This design comes from an exercise in tuning for small area, a short achievable clock period and few clock cycles per item on the open sky130 flow, not from production work. In this exercise RTL edits were held to simulation tests only and were not proved equivalent to the original.

job 6338:
Design basic_gpu, start of the top module:
module basic_gpu (
  input clk,
  input rst,
  input [31:0] instruction,
  input valid_instruction,
  output [31:0] result,
  output reg ready
);
For scale: roughly 5500 cells after synthesis, ~68 I/O pins, about 0.066 sq mm of cells after synthesis.
==> module basic_gpu, before the edit <==
module basic_gpu (
  input clk,
  input rst,
  input [31:0] instruction,
  input valid_instruction,
  output [31:0] result,
  output reg ready
);
  integer i;
  reg [1023:0] rf;         
  reg [31:0]   x, g, p;    
  reg          wb_en;      
  reg [4:0]    wb_rd;
  reg [31:0]   mul_a;
  reg [15:0]   enc_one, enc_two, enc_neg;    
  wire [3:0]  opcode   = instruction[31:28];
  wire [12:0] imm      = instruction[12:0];
  gpu_post u_post (.x(x), .g(g), .p(p), .s(result));
  wire [31:0] pend;        
  genvar k;
  generate
    for (k = 0; k < 32; k = k + 1) begin : g_pend
      assign pend[k] = wb_en & (wb_rd == k);
    end
  endgenerate
  wire [32:0] sel1, sel2;
  wire [31:0] a, b;
  gpu_rdsel u_sel1 (.src(instruction[22:18]), .pend(pend), .wb_en(wb_en),
                    .wb_rd(wb_rd), .sel(sel1));
  gpu_rdsel u_sel2 (.src(instruction[17:13]), .pend(pend), .wb_en(wb_en),
                    .wb_rd(wb_rd), .sel(sel2));
  gpu_rdmux u_rd1 (.rf(rf), .result(result), .sel(sel1), .q(a));
  gpu_rdmux u_rd2 (.rf(rf), .result(result), .sel(sel2), .q(b));
  wire        sub = opcode[0];
  wire [31:0] xa, ga, pa;
  gpu_pre u_pre_alu (.a(a), .b(b ^ {32{sub}}), .cin(sub), .x(xa), .g(ga), .p(pa));
  wire is_add = (opcode == 4'd0) || (opcode == 4'd1);
  reg [31:0] logic_val;
  always @(*) begin
    case (opcode)
      4'd3:    logic_val = a & b;
      4'd4:    logic_val = a | b;
      4'd5:    logic_val = {19'd0, imm};
      default: logic_val = 32'd0;
    endcase
  end
  wire [32:0] bx = {b, 1'b0};
  reg  [15:0] b_one, b_two, b_neg;
  always @(*) begin
    for (i = 0; i < 16; i = i + 1) begin
      b_one[i] = bx[2*i+1] ^ bx[2*i];
      b_two[i] = (bx[2*i+2] & ~bx[2*i+1] & ~bx[2*i]) |
                 (~bx[2*i+2] & bx[2*i+1] & bx[2*i]);
      b_neg[i] = bx[2*i+2];
    end
  end
  wire [31:0] r0, r1, xm, gm, pm;
  gpu_mul u_mul (.mul_a(mul_a), .enc_one(enc_one), .enc_two(enc_two),
                 .enc_neg(enc_neg), .r0(r0), .r1(r1));
  gpu_pre u_pre_mul (.a(r0), .b(r1), .cin(1'b0), .x(xm), .g(gm), .p(pm));
  wire accept   = valid_instruction & ready & ~rst;
  wire is_mul   = (opcode == 4'd2);
  wire acc_alu  = accept & ~is_mul;
  wire mul_done = ~ready;
  always @(posedge clk) begin
    mul_a   <= a;
    enc_one <= b_one;
    enc_two <= b_two;
    enc_neg <= b_neg;
    wb_rd   <= instruction[27:23];
    p       <= acc_alu ? pa : pm;
    for (i = 0; i < 32; i = i + 1)
      if (pend[i]) rf[32*i +: 32] <= result;
  end
  always @(posedge clk or posedge rst) begin
    if (rst) begin
      ready <= 1'b1;
      wb_en <= 1'b0;
      x     <= 32'd0;
      g     <= 32'd0;
    end else begin
      if (acc_alu) begin
        x <= is_add ? xa : logic_val;
        g <= is_add ? ga : 32'd0;
      end else if (mul_done) begin
        x <= xm;
        g <= gm;
      end else begin
        x <= result;
        g <= 32'd0;
      end
      wb_en <= acc_alu | mul_done;
      ready <= ~(accept & is_mul);
    end
  end
endmodule
clock: 12.0 ns
lec_check: 0
cap_margin: 20
core_margin: 2
core_utilization: 60
setup_slack_margin: 5
slew_margin: 20
synth_hierarchical: 1
standard.sh (not shown) runs the stock make flow with config.mk's settings and CLKGATE_MAP_FILE= SYNTH_SCRIPT=/design/flow/synth_recipe.tcl, a recipe that flattens the netlist after the stock synthesis.
==> flow/flow/run.sh <==
#!/bin/bash
# The standard layout (the standard.sh, standard synthesis unchanged),
# with these changes to how the layout is optimised:
#  - repair_timing may resize cells to any footprint,
#  - ports are buffered with buf_4 instead of the flow's default buffer,
#  - repair_timing aims for more setup slack.
set -euo pipefail
bash standard.sh \
  MATCH_CELL_FOOTPRINT=0 \
  "BUFFER_PORTS_ARGS=-buffer_cell sky130_fd_sc_hd__buf_4" \
  SETUP_SLACK_MARGIN=7 \
  finish > flow.log 2>&1
Job 6338: done, clean on timing, DRC and antenna
Testbench counts of job 6338, summed over its fixed seeds: cycles 4,491, instructions 4,000.
> inputs changed (job 6338 -> job 6545)
diff --git a/flow/design.v b/flow/design.v
--- a/flow/design.v
+++ b/flow/design.v
@@ -12,13 +12,15 @@
   reg          wb_en;      
   reg [4:0]    wb_rd;
   reg [31:0]   mul_a;
   reg [15:0]   enc_one, enc_two, enc_neg;    
   wire [3:0]  opcode   = instruction[31:28];
   wire [12:0] imm      = instruction[12:0];
-  gpu_post u_post (.x(x), .g(g), .p(p), .s(result));
+  wire [31:0] res;
+  gpu_post u_post_out (.x(x), .g(g), .p(p), .s(result));
+  gpu_post u_post     (.x(x), .g(g), .p(p), .s(res));
   wire [31:0] pend;        
   genvar k;
   generate
     for (k = 0; k < 32; k = k + 1) begin : g_pend
       assign pend[k] = wb_en & (wb_rd == k);
     end
@@ -26,14 +28,14 @@
   wire [32:0] sel1, sel2;
   wire [31:0] a, b;
   gpu_rdsel u_sel1 (.src(instruction[22:18]), .pend(pend), .wb_en(wb_en),
                     .wb_rd(wb_rd), .sel(sel1));
   gpu_rdsel u_sel2 (.src(instruction[17:13]), .pend(pend), .wb_en(wb_en),
                     .wb_rd(wb_rd), .sel(sel2));
-  gpu_rdmux u_rd1 (.rf(rf), .result(result), .sel(sel1), .q(a));
-  gpu_rdmux u_rd2 (.rf(rf), .result(result), .sel(sel2), .q(b));
+  gpu_rdmux u_rd1 (.rf(rf), .result(res), .sel(sel1), .q(a));
+  gpu_rdmux u_rd2 (.rf(rf), .result(res), .sel(sel2), .q(b));
   wire        sub = opcode[0];
   wire [31:0] xa, ga, pa;
   gpu_pre u_pre_alu (.a(a), .b(b ^ {32{sub}}), .cin(sub), .x(xa), .g(ga), .p(pa));
   wire is_add = (opcode == 4'd0) || (opcode == 4'd1);
   reg [31:0] logic_val;
   always @(*) begin
@@ -67,13 +69,13 @@
     enc_one <= b_one;
     enc_two <= b_two;
     enc_neg <= b_neg;
     wb_rd   <= instruction[27:23];
     p       <= acc_alu ? pa : pm;
     for (i = 0; i < 32; i = i + 1)
-      if (pend[i]) rf[32*i +: 32] <= result;
+      if (pend[i]) rf[32*i +: 32] <= res;
   end
   always @(posedge clk or posedge rst) begin
     if (rst) begin
       ready <= 1'b1;
       wb_en <= 1'b0;
       x     <= 32'd0;
@@ -83,13 +85,13 @@
         x <= is_add ? xa : logic_val;
         g <= is_add ? ga : 32'd0;
       end else if (mul_done) begin
         x <= xm;
         g <= gm;
       end else begin
-        x <= result;
+        x <= res;
         g <= 32'd0;
       end
       wb_en <= acc_alu | mul_done;
       ready <= ~(accept & is_mul);
     end
   end
## What came out
On average footprint of a synthesized cell: job 6545 sits below job 6338. Total number of nets in the final design for job 6545: 57 up relative to job 6338. Job 6545 does better than job 6338 on final wirelength. Between job 6545 and job 6338, the worst setup slack is lower for job 6545. Between job 6545 and job 6338, the number of hold-repair buffers added at the cts stage does not differ in any meaningful way. Max final hold slack across job 6545 and job 6338: job 6545. Delta (job 6545 minus job 6338): clock-pin slew on the worst setup and hold paths now sits at about the same level, share of the clock period used by the worst path was more or less identical. The critical path's slowest cell comes out sky130_fd_sc_hd__o311ai_4 in one run and sky130_fd_sc_hd__a221o_2 in the other, namely in job 6545 and job 6338 respectively.
Testbench counts of job 6545, summed over its fixed seeds: cycles 4,491, instructions 4,000.

port drivers added, routing unchanged:
In the flow no input, the clock included, has a driving cell. The finished layouts below were timed again as built, in two steps.
Step 1, drivers: a clkbuf_16 drives clk and a buf_2 each remaining input, both assumed.
Step 2 also shifts input and output timing later by t, the mid clock arrival at the registers, as if the neighbouring blocks saw the same clock.
Slacks: no drivers / after step 1 / after step 2; pairs: no drivers / after step 1.
| run | t, ns | setup WS [ns] | hold slack, ns | worst setup path at the end | latest minus earliest clock arrival (ns) |
|---|---|---|---|---|---|
| job 6338 | 0.807 | 6.928 / 6.854 / 6.193 | 0.572 / 0.572 / 0.572 | input to register | 0.038 / 0.037 |
| job 6545 | 0.800 | 6.921 / 6.849 / 6.180 | 0.600 / 0.600 / 0.600 | input to register | 0.065 / 0.065 |
After both steps every run listed still meets setup and hold. The setup slack of job 6545, which loses most, moves by -0.072 ns with the drivers and by -0.741 ns with both steps.
